From an optimization exercise on the open Yosys and OpenROAD flow, aimed at small area; shortcuts taken in it are not production practice.
No functional check of the RTL was part of this run.
Power and IR drop assume default switching activity.

==> design/flow/design.v <==
`timescale 1ns / 1ps
module btn_clk_divider(
    input clock,
    input rst,
    output reg slowclk,
    output tick
    );
    reg [3:0] count;
    assign tick = (count == 0) && !slowclk;
    always @ (posedge clock) begin
        if (rst) begin
            count <= 0;
            slowclk <= 0;
        end else begin
            count <= count + 1;
            slowclk <= (count == 0) ? ~slowclk : slowclk;
        end
    end
endmodule
`timescale 1ns / 1ps
module fastclock(
    input CLOCK,
    input rst,
    output reg FASTCLK,
    output tick
    );
    reg [1:0] COUNT;
    assign tick = (COUNT == 0) && !FASTCLK;
    always @ (posedge CLOCK) begin
        if (rst) begin
            COUNT <= 0;
            FASTCLK <= 0;
        end else begin
            COUNT <= COUNT + 1;
            FASTCLK <= (COUNT == 0) ? ~FASTCLK : FASTCLK;
        end
    end
endmodule
`timescale 1ns / 1ps
module medclock(
    input CLOCK,
    input rst,
    output reg MEDCLK,
    output tick
    );
    reg [7:0] COUNT;
    assign tick = (COUNT == 0) && !MEDCLK;
    always @ (posedge CLOCK) begin
        if (rst) begin
            COUNT <= 0;
            MEDCLK <= 0;
        end else begin
            COUNT <= COUNT + 1;
            MEDCLK <= (COUNT == 0) ? ~MEDCLK : MEDCLK;
        end
    end
endmodule
`timescale 1ns / 1ps
module slowclock(
    input CLOCK,
    input rst,
    output reg SLOWCLK,
    output tick
    );
    reg [10:0] COUNT;
    assign tick = (COUNT == 0) && !SLOWCLK;
    always @ (posedge CLOCK) begin
        if (rst) begin
            COUNT <= 0;
            SLOWCLK <= 0;
        end else begin
            COUNT <= COUNT + 1;
            SLOWCLK <= (COUNT == 0) ? ~SLOWCLK : SLOWCLK;
        end
    end
endmodule
`timescale 1ns / 1ps
module slowerclock(
    input CLOCK,
    input rst,
    output reg SLOWCLK,
    output tick
    );
    reg [11:0] COUNT;
    assign tick = (COUNT == 0) && !SLOWCLK;
    always @ (posedge CLOCK) begin
        if (rst) begin
            COUNT <= 0;
            SLOWCLK <= 0;
        end else begin
            COUNT <= COUNT + 1;
            SLOWCLK <= (COUNT == 0) ? ~SLOWCLK : SLOWCLK;
        end
    end
endmodule
`timescale 1ns / 1ps
module dff(
    input dff_clock,
    input rst,
    input en,
    input D,
    output reg Q
    );
    always @ (posedge dff_clock) begin
        if (rst) Q <= 0;
        else if (en) Q <= D;
    end
endmodule
`timescale 1ns / 1ps
module single_pulse(
    input clock,
    input rst,
    input en,
    input btn,
    output pulse
    );
    wire Q0, Q1;
    dff d0(clock, rst, en, btn, Q0);
    dff d1(clock, rst, en, Q0, Q1);
    assign pulse = Q0 & ~Q1;
endmodule
`timescale 1ns / 1ps
module single_pulse_debounce(
    input clock,
    input rst,
    input btn,
    output slowtick, pulse
    );
    wire slowclk;
    btn_clk_divider c0(clock, rst, slowclk, slowtick);
    single_pulse s0(clock, rst, slowtick, btn, pulse);
endmodule
`timescale 1ns / 1ps
module a_activation(
    input CLOCK,
    input rst,
    input E,
    output [3:0] an,
    output [6:0] seg,
    output [15:0] led,
    output done
    );
    reg seen;
    wire on = E | seen;
    always @ (posedge CLOCK) begin
        if (rst) seen <= 0;
        else if (E) seen <= 1;
    end
    assign an = on ? 4'b0 : ~4'b0;
    assign seg = on ? 7'b1110110 : ~7'b0;
    assign led = on ? 16'h7fff : 16'h0;
    assign done = on;
endmodule
`timescale 1ns / 1ps
module c_countdown(
    input a_done, CLOCK, rst,
    output reg [15:0] led,
    output reg LOA
    );
    reg [3:0] count;
    wire SLOWCLK, SLOWTICK;
    slowclock c0(CLOCK, rst, SLOWCLK, SLOWTICK);  
    always @ (posedge CLOCK) begin
        if (rst) begin
            count <= 0;
            led <= 0;
            LOA <= 0;
        end else if (SLOWTICK && a_done) begin
            count <= (count == 4'd15) ? count : count + 1;
            case (count)
            4'd0: led <= 16'h7fff;  
            4'd1: led[14] <= 0;
            4'd2: led[13] <= 0;
            4'd3: led[12] <= 0;
            4'd4: led[11] <= 0;
            4'd5: led[10] <= 0;
            4'd6: led[9] <= 0;
            4'd7: led[8] <= 0;
            4'd8: led[7] <= 0;
            4'd9: led[6] <= 0;
            4'd10: led[5] <= 0;
            4'd11: led[4] <= 0;
            4'd12: led[3] <= 0;
            4'd13: led[2] <= 0;
            4'd14: led[1] <= 0;
            4'd15:
                begin
                    led[0] <= 0;
                    LOA <= 1;
                end
            default: led <= 0;
            endcase
        end
    end
endmodule
`timescale 1ns / 1ps
module c_countdown_ant(
    input QUAR, CLOCK, rst, resetFLAG,
    output reg [15:0] led,
    output reg LOA, resetQUAR
    );
    reg [3:0] count;
    wire SLOWCLK, SLOWTICK;
    slowclock c0(CLOCK, rst, SLOWCLK, SLOWTICK);  
    always @ (posedge CLOCK) begin
        if (rst) begin
            count <= 0;
            led <= 0;
            LOA <= 0;
            resetQUAR <= 0;
        end else if (SLOWTICK) begin
            resetQUAR <= resetFLAG ? 0 : resetQUAR;
            if (QUAR) begin
                LOA <= 1;
                count <= (count == 4'd15) ? 0 : count + 1;
                case (count)
                4'd0: led <= 16'h7fff;  
                4'd1: led[14] <= 0;
                4'd2: led[13] <= 0;
                4'd3: led[12] <= 0;
                4'd4: led[11] <= 0;
                4'd5: led[10] <= 0;
                4'd6: led[9] <= 0;
                4'd7: led[8] <= 0;
                4'd8: led[7] <= 0;
                4'd9: led[6] <= 0;
                4'd10: led[5] <= 0;
                4'd11: led[4] <= 0;
                4'd12: led[3] <= 0;
                4'd13: led[2] <= 0;
                4'd14: led[1] <= 0;
                4'd15:
                    begin
                        led[0] <= 0;
                        LOA <= 0;
                        resetQUAR <= 1;
                    end
                default: led <= 0;
                endcase
            end
        end
    end
endmodule
`timescale 1ns / 1ps
module d_loa(
    input CLOCK, rst, LOA,
    output reg [3:0] an,
    output reg [6:0] seg
    );
    wire slowclk, fastclk, slowtick, fasttick, CURRTICK;
    reg [1:0] count;
    reg [2:0] start;
    slowerclock s0(CLOCK, rst, slowclk, slowtick);  
    fastclock s1(CLOCK, rst, fastclk, fasttick);  
    assign CURRTICK = start ? slowtick : fasttick;
    always @ (posedge CLOCK) begin
        if (rst) begin
            an <= 4'b0;
            seg <= 7'b1110110;
            count <= 0;
            start <= 1;
        end else if (CURRTICK && LOA) begin
            count <= (count == 2'd2) ? 0 : count + 1;
            if (start) begin
                start <= (start == 3'd4) ? 0 : start + 1;
            end
            case (count)
            2'd0:  
                begin
                    an <= 4'b1011; seg <= 7'b1000111;
                end
            2'd1:  
                begin
                    an <= 4'b1101; seg <= 7'b1000000;
                end
            2'd2:  
                begin
                    an <= 4'b1110; seg <= 7'b0001000;
                end
            default:
                begin
                    an <= 4'b1111; seg <= ~7'b0;
                end
            endcase
        end
    end
endmodule
`timescale 1ns / 1ps
module set_quartz(
    input CLOCK, rst, en, PULC, pass, resetQUAR,
    output reg QUARTZ, resetFLAG
    );
    always @ (posedge CLOCK) begin
        if (rst) begin
            QUARTZ <= 0;
            resetFLAG <= 0;
        end else if (en) begin
            if (resetQUAR) begin
                QUARTZ <= 0;
                resetFLAG <= 1;
            end else begin
                QUARTZ <= QUARTZ ? QUARTZ : (pass && PULC);
                resetFLAG <= 0;
            end
        end
    end
endmodule
`timescale 1ns / 1ps
module show_char(
    input CLOCK, rst, SLOWTICK, MEDTICK, PULU, PULD, ptr, resetQUAR,
    output reg [6:0] seg
    );
    reg [6:0] segtog;  
    reg [3:0] char;  
    always @ (posedge CLOCK) begin
        if (rst) segtog <= 7'b0;
        else if (MEDTICK) segtog <= ptr ? ~segtog : 7'b0;
    end
    always @ (posedge CLOCK) begin
        if (rst) begin
            char <= 4'd10;
            seg <= 7'b0110110;
        end else if (SLOWTICK) begin
            if (resetQUAR) begin
                char <= 4'd10;
            end else if (ptr) begin
                char <= PULU ? char + 1 : (PULD ? ((char == 0) ? 4'd10 : char - 1)  : char);
                case (char)
                4'd10: seg <= segtog | 7'b0110110;
                4'd0: seg <= segtog | 7'b1000000;
                4'd1: seg <= segtog | 7'b1111001;
                4'd2: seg <= segtog | 7'b0100100;
                4'd3: seg <= segtog | 7'b0110000;
                4'd4: seg <= segtog | 7'b0011001;
                4'd5: seg <= segtog | 7'b0010010;
                4'd6: seg <= segtog | 7'b0000010;
                4'd7: seg <= segtog | 7'b1111000;
                4'd8: seg <= segtog | 7'b0;
                4'd9: seg <= segtog | 7'b0010000;
                4'd11: char <= 4'd0;
                default: seg <= segtog | 7'b0110110;
                endcase
            end else begin
                case (char)
                4'd10: seg <= 7'b0110110;
                4'd0: seg <= 7'b1000000;
                4'd1: seg <= 7'b1111001;
                4'd2: seg <= 7'b0100100;
                4'd3: seg <= 7'b0110000;
                4'd4: seg <= 7'b0011001;
                4'd5: seg <= 7'b0010010;
                4'd6: seg <= 7'b0000010;
                4'd7: seg <= 7'b1111000;
                4'd8: seg <= 7'b0;
                4'd9: seg <= 7'b0010000;
                4'd11: char <= 4'd0;
                default: seg <= 7'b0110110;
                endcase
            end
        end
    end
endmodule
`timescale 1ns / 1ps
module name(
    input CLOCK, rst, SLOWTICK, PULC,
    input [6:0] segq0, segq1, segq2, segq3,
    output reg [6:0] seg0, seg1, seg2, seg3,
    output reg ALLDONE
    );
    wire pass, QUARTZ, garb;
    assign pass = (segq3 == 7'b0010000) && (segq2 == 7'b0100100) && (segq1 == 7'b0) && (segq0 == 7'b0000010);
    set_quartz q0(CLOCK, rst, SLOWTICK, PULC, pass, 1'b0, QUARTZ, garb);
    always @ (posedge CLOCK) begin
        if (rst) begin
            seg0 <= 7'b0110110;
            seg1 <= 7'b0110110;
            seg2 <= 7'b0110110;
            seg3 <= 7'b0110110;
            ALLDONE <= 0;
        end else if (SLOWTICK) begin
            if (QUARTZ) begin
                seg3 <= 7'b1010101;  
                seg2 <= 7'b1001111;  
                seg1 <= 7'b0101111;  
                seg0 <= 7'b0001000;  
                ALLDONE <= 1;
            end else begin
                seg3 <= segq3;
                seg2 <= segq2;
                seg1 <= segq1;
                seg0 <= segq0;
            end
        end
    end
endmodule
`timescale 1ns / 1ps
module e_quar(
    input CLOCK, rst, LOA,
    input btnC, btnU,btnD,btnR,btnL,
    output reg [3:0] an,
    output reg [6:0] seg,
    output [15:0] led,
    output ANTINE, ALLDONE
    );
    reg [3:0] ptr;  
    reg [1:0] count;  
    wire PULC, PULU, PULD, PULR, PULL;  
    wire clkC,clkU,clkD,clkR,clkL;  
    wire FASTCLK, MEDCLK, FASTTICK, MEDTICK;  
    wire QUAR, resetQUAR, resetFLAG;  
    wire [6:0] seg0, seg1, seg2, seg3;  
    wire [6:0] segq0, segq1, segq2, segq3;  
    single_pulse_debounce s0(CLOCK, rst, btnC, clkC, PULC);
    single_pulse_debounce s1(CLOCK, rst, btnU, clkU, PULU);
    single_pulse_debounce s2(CLOCK, rst, btnD, clkD, PULD);
    single_pulse_debounce s3(CLOCK, rst, btnR, clkR, PULR);
    single_pulse_debounce s4(CLOCK, rst, btnL, clkL, PULL);
    fastclock c0(CLOCK, rst, FASTCLK, FASTTICK);  
    medclock c1(CLOCK, rst, MEDCLK, MEDTICK);  
    set_quartz q0(CLOCK, rst, clkC, PULC, LOA, resetQUAR, QUAR, resetFLAG);
    c_countdown_ant cd0(QUAR, CLOCK, rst, resetFLAG, led, ANTINE, resetQUAR);
    show_char p0(CLOCK, rst, clkU, MEDTICK, PULU, PULD, ptr[0], resetQUAR, segq0);
    show_char p1(CLOCK, rst, clkU, MEDTICK, PULU, PULD, ptr[1], resetQUAR, segq1);
    show_char p2(CLOCK, rst, clkU, MEDTICK, PULU, PULD, ptr[2], resetQUAR, segq2);
    show_char p3(CLOCK, rst, clkU, MEDTICK, PULU, PULD, ptr[3], resetQUAR, segq3);
    name n0(CLOCK, rst, clkC, PULC, segq0, segq1, segq2, segq3,
            seg0, seg1, seg2, seg3, ALLDONE);
    always @ (posedge CLOCK) begin
        if (rst) begin
            ptr <= 4'b0001;  
        end else if (clkR) begin
            if (resetQUAR) begin
                ptr <= 4'b0001;  
            end else begin
                ptr <= (PULR && !ptr[0]) ? ptr >> 1 :
                       (PULL && !ptr[3]) ? ptr << 1 : ptr;
            end
        end
    end
    always @ (posedge CLOCK) begin
        if (rst) begin
            count <= 0;
            an <= 0;
            seg <= 7'b0110110;
        end else if (FASTTICK) begin
            count <= count+1;
            case (count)
            2'd0:
                begin
                    an <= 4'b1110;
                    seg <= seg0;
                end
            2'd1:
                begin
                    an <= 4'b1101;
                    seg <= seg1;
                end
            2'd2:
                begin
                    an <= 4'b1011;
                    seg <= seg2;
                end
            2'd3:
                begin
                    an <= 4'b0111;
                    seg <= seg3;
                end
            endcase
        end
    end
endmodule
`timescale 1ns / 1ps
module multiplexer(
    input [2:0] flag,
    input [3:0] an_a, an_d, an_e,
    input [6:0] seg_a, seg_d, seg_e,
    input [15:0] led_b, led_c, led_e,
    output  reg [3:0] an,
    output  reg [6:0] seg,
    output reg [15:0] led
    );
    always @ (*) begin
        case (flag)
        3'd0:  
            begin
                an = an_a;
                seg = seg_a;
                led = led_b;
            end
        3'd1:  
            begin
                an = an_a;
                seg = seg_a;
                led = led_c;
            end
        3'd2:  
            begin
                an = an_d;
                seg = seg_d;
                led = 0;
            end
        3'd3:  
            begin
                an = an_e;
                seg = seg_e;
                led = led_e;
            end
        3'd4:  
            begin
                an = an_e;
                seg = seg_e;
                led = 0;
            end
        default:
            begin
                an = 0;
                seg = 0;
                led = 0;
            end
        endcase
    end
endmodule
`timescale 1ns / 1ps
module main(
    input CLOCK,
    input rst,
    input [15:0] sw,
    input btnC, btnU, btnD, btnR, btnL,
    output [3:0] an,
    output [6:0] seg,
    output dp,
    output [15:0] led
    );
    wire a_done, LOA, E, ANTINE, ALLDONE;
    wire [2:0] flag;  
    wire [3:0] an_a, an_d, an_e;
    wire [6:0] seg_a, seg_d, seg_e;
    wire [15:0] led_b, led_c, led_e;
    assign dp = 1;  
    assign E = (sw == 16'h001f);  
    a_activation a0(CLOCK, rst, E, an_a, seg_a, led_b, a_done);
    c_countdown c0(a_done, CLOCK, rst, led_c, LOA);
    d_loa d0 (CLOCK, rst, LOA, an_d, seg_d);
    e_quar e0 (CLOCK, rst, LOA, btnC, btnU, btnD, btnR, btnL, an_e, seg_e, led_e, ANTINE,ALLDONE);
    assign flag = ALLDONE ? 3'd4 : (a_done ? (LOA ? (ANTINE ? 3'd3 : 3'd2) : 3'd1) : 0);
    multiplexer mul0 (flag, an_a, an_d, an_e, seg_a, seg_d, seg_e,
                      led_b, led_c, led_e, an, seg,led);
endmodule
==> design/flow/run.sh <==
#!/bin/bash
# synth_recipe.tcl (not shown) runs the flow's synth.tcl, then flattens the netlist and writes it again
# the make line also repeats each setting of config.mk as NAME=value (left out here)
make -C /OpenROAD-flow-scripts/flow DESIGN_CONFIG=/design/flow/config.mk WORK_HOME=/design/flow/orfs CLKGATE_MAP_FILE= SYNTH_SCRIPT=/design/flow/synth_recipe.tcl finish
==> design/flow/config.mk <==
export PLATFORM = sky130hd
export DESIGN_NAME = main
export DESIGN_NICKNAME = main
export VERILOG_FILES = /design/flow/design.v
export SDC_FILE = /design/flow/constraint.sdc
export NUM_CORES = 4
export LEC_CHECK = 0
export CAP_MARGIN = 20
export CORE_MARGIN = 2
export CORE_UTILIZATION = 40
export PLACE_DENSITY = 0.6
export SLEW_MARGIN = 20
==> design/flow/constraint.sdc <==
create_clock -name core_clock -period 10.0 [get_ports {CLOCK}]
set_input_delay 2.0000 -clock core_clock [delete_from_list [all_inputs] [get_ports {CLOCK}]]
set_output_delay 2.0000 -clock core_clock [all_outputs]
set_load 0.01 [all_outputs]
==> key figures <==
Route
  – Initial DRC count: 713
  – Drt wl/cell: 15.3 um
  – Vias per cell: 5.41
  – Final wirelength: about 30 mm
  – Antenna Nets Post-Route: 0
  – DR vias: a little over 10000
  – Pre-Repair DR Iteration Count: 5
  – DRC violations left: 0

Logic synthesis
  – Mapped cell area: 12500 um^2
  – Synth Warn #: 15
  – Synth async-reset ratio: 0%
  – Top-count cell post-synth: dfxtp_1
  – Synth top area cells: dfxtp_1, nor2_1, ha_1
  – Synth top area share: between 40% and 50%
  – EDFF count, synth: 0
  – Syn nets: 1565
  – Main flop type after synthesis: dfxtp_1
  – Seq/Total Area, Yosys: 42.4%
  – Cell accounting for the most synthesized area: dfxtp_1
  – Seq cells post-synth: 264
  – Synth cell count leaders: dfxtp_1, nor2_1, a21oi_1
  – Mapped Avg Cell Area: about 8.4 um^2
  – Synthesized instance count: 1485
  – Yosys cell types: 71

Clock network
  – CTS resizes: 0
  – Setup Buffers After CTS: 0
  – CTS HTree Levels: 1
  – Worst-path clk slew: 0.06 ns
  – CTS tree: done
  – Sink Count: approximately 260
  – Clock latency on the worst-skew pair: between 0.5 and 0.6 ns
  – TritonCTS buffer count: 29
  – CTS root buf: clkbuf_16
  – Clk buf depth: 3
  – Hold_buf cts: 0

Critical path
  – Slowest CP cell: clkdlybuf4s50_1
  – Worst setup EP type: primary output
  – Startpoint types: input port
  – Buf/Inv on CP: 4
  – WS Path Type: in2out
  – Max stage delay on crit path: 0.54 ns
  – Worst Path Max Fanout: 17
  – Critical path data arrival time: roughly 4.2 ns
  – CP required: 8.00 ns
  – Worst-path cell chain: clkdlybuf4s50_1 -> nor4b_1 -> a41oi_1 -> buf_4 -> nor3_1 -> buf_4 -> a22o_1 -> clkdlybuf4s50_1
  – CP top delay family: buffers and inverters

Power
  – Sequential power share: a little under half
  – PD cells: 184 nW/um^2
  – Clock share of power: 43.5%
  – Maximum VDD drop: roughly 0.00014 V
  – Internal: 1.94 mW
  – Total Power: 2.60 mW
  – Logic pwr share: 11.3%
  – Sw frac: 25.6%
  – Static Leak: 5.40 nW
  – Net Switching: 668 uW

Placement
  – I/O Buffers: between 40 and 50
  – Setup slack at placement: 3.74 ns
  – Placed instance area: 13100 um^2
  – GPL Wtd Cong: 0.843
  – Detailed-placement wirelength estimate: around 20 mm

Timing
  – Worst Skew: 0.0188 ns
  – Setup WS post-layout: 3.76 ns
  – Final setup vio count: 0
  – Final Hold Vio Count: 0
  – Period utilization: 62.4%
  – RSZ-0062 raised after global routing: false
  – Total Neg Setup Slack: 0 ns
  – Fin. max-slew vios: 0
  – FMAX: 0.160 GHz
  – Worst-margin pin slew: 1.03 ns
  – Slew headroom: 30.4%
  – Fin crit period: around 6.2 ns
  – Hold WS: 0.410 ns

Final layout
  – Final non-filler cell area: approximately 14000 um^2
  – Area growth syn-to-layout: 13.9%
  – Sequential cell area: 5290 um^2
  – Multi-input logic area: ~6500 um^2
  – Antenna cells: 0
  – Share of layout cells above drive strength 1: 5.43%
  – # fillers: 3048
  – Nets: ~1600

Die
  – Chip Width: 180 um
  – Core box area: around 30000 um^2
  – Die Span Y: ~180 um
  – Row Count: 64
  – Initial Util: 40.7%
  – Die area: 32600 um^2
  – IO Count: 51

Global routing
  – Pin count of the biggest net entering global routing: 92
  – Initial antenna violation count: 0
  – Number of global-route vias before repair: roughly 9500
  – GRT Util Overall: 17.5%
  – Total gr overflow: 0
  – First-pass GRT wire length: 48.8 mm

Flow run
  – MaxCap Viol Count: 0

Outcome
  – Status: complete, no violations

Hold path
  – Hold Path Class: reg2reg
## layer usage
layer / routed length (um) / GRT usage, % / part of all wire, %
met4: 515 / 4.23 / 1.8
met3: 1210 / 2.57 / 4.2
met1: 14500 / 25.1 / 50
met2: 12900 / 27.7 / 44
met5: 0 / 0 / 0
## flip-flops by register name (all words and copies together) (netlist names), 8 cells and up
signal           flops
c0.c0.COUNT         11
e0.cd0.led          15
e0.c1.COUNT          8
c0.led              15
e0.cd0.c0.COUNT     11
d0.s0.COUNT         12
## per-stage QoR
stage          utilization [%]  instances
3_5_place_dp              43.0       1852
2_1_floorplan                -       1485
5_1_grt                   46.4       1905
6_report                  46.4       1905
4_1_cts                   46.3       1905
3_3_place_gp              43.0       1852
## area by class of cell
cell class | count | share of cell area (%)
Tap cell | 396 | 3.49
Sequential cell | 264 | 37.3
Clock inverter | 10 | 1.16
Multi-Input combinational cell | 1063 | 46.1
Timing Repair Buffer | 60 | 4.03
Inverter | 69 | 1.83
Clock buffer | 43 | 6.12
## cells by family after synthesis
kind of cell | share of synthesized area, %
and+or+nand+nor | 22.0
DFF | 42.4
buffers and inverters | 5.12
AOI/OAI and AO/OA | 18.7
muxes | 1.82
xor gates and xnor gates | 4.15
adders and majority gates | 5.73
other | 0.0603
## final timing paths
path                                  from                      endpoint  slack, ns  cells past startpoint
max                                  sw[7]                        led[3]       3.76                      8
max reg2reg  e0.cd0.c0.COUNT[0]$_SDFF_PP0_  e0.cd0.count[0]$_SDFFE_PP0P_       7.37                      7
min reg2reg      d0.s1.COUNT[0]$_SDFF_PP0_     d0.s1.COUNT[0]$_SDFF_PP0_       0.41                      1
min              d0.s1.COUNT[0]$_SDFF_PP0_     d0.s1.COUNT[0]$_SDFF_PP0_       0.41                      1
## placed cells by master, fill, tap and decap left out, types with 20 or more instances in the layout
master,netlist,routed
xor2_1,33,33
clkdlybuf4s50_1,0,47
clkbuf_16,0,29
a211oi_1,31,31
dfxtp_1,264,264
o21a_1,21,21
inv_1,67,67
xnor2_1,26,26
a21oi_1,110,110
o21ai_0,54,54
nand2_1,100,100
nand3_1,53,53
nor3_1,53,53
a31oi_1,28,28
o211ai_1,20,20
nor2_1,226,226
ha_1,57,57
## power groups by stage
stage | logic (mW) | registers, mW | clock network [mW]
2_1_floorplan | 0.232 | 1.18 | 0
3_3_place_gp | 0.291 | 1.20 | 0
3_5_place_dp | 0.294 | 1.20 | 0
4_1_cts | 0.296 | 1.18 | 1.17
5_1_grt | 0.335 | 1.18 | 1.20
6_report | 0.295 | 1.18 | 1.13

==> what the ideal ports hide <==
In the flow no input, the clock included, has a driving cell. The finished layout below was timed again as built, in two steps. Step 1 sets driving cells, clkbuf_16 on the clock port and buf_2 on the other inputs (assumed; they add their load-dependent delay and slew). Step 2 moves the port delays by t, midway between the first and last clock arrival at a register: inputs arrive t later, outputs are due t later. That takes back most of the time a late clock gives input paths. a / b / c = no drivers / after step 1 / after step 2; a / b = the first two.
t, ns: 0.595
setup WS [ns]: 3.759 / 3.727 / 3.727
clock arrival spread, ns: 0.020 / 0.021
After both steps setup and hold are still met in this run. For this run, drivers alone change the setup slack by -0.032 ns; drivers and shift together by -0.032 ns.
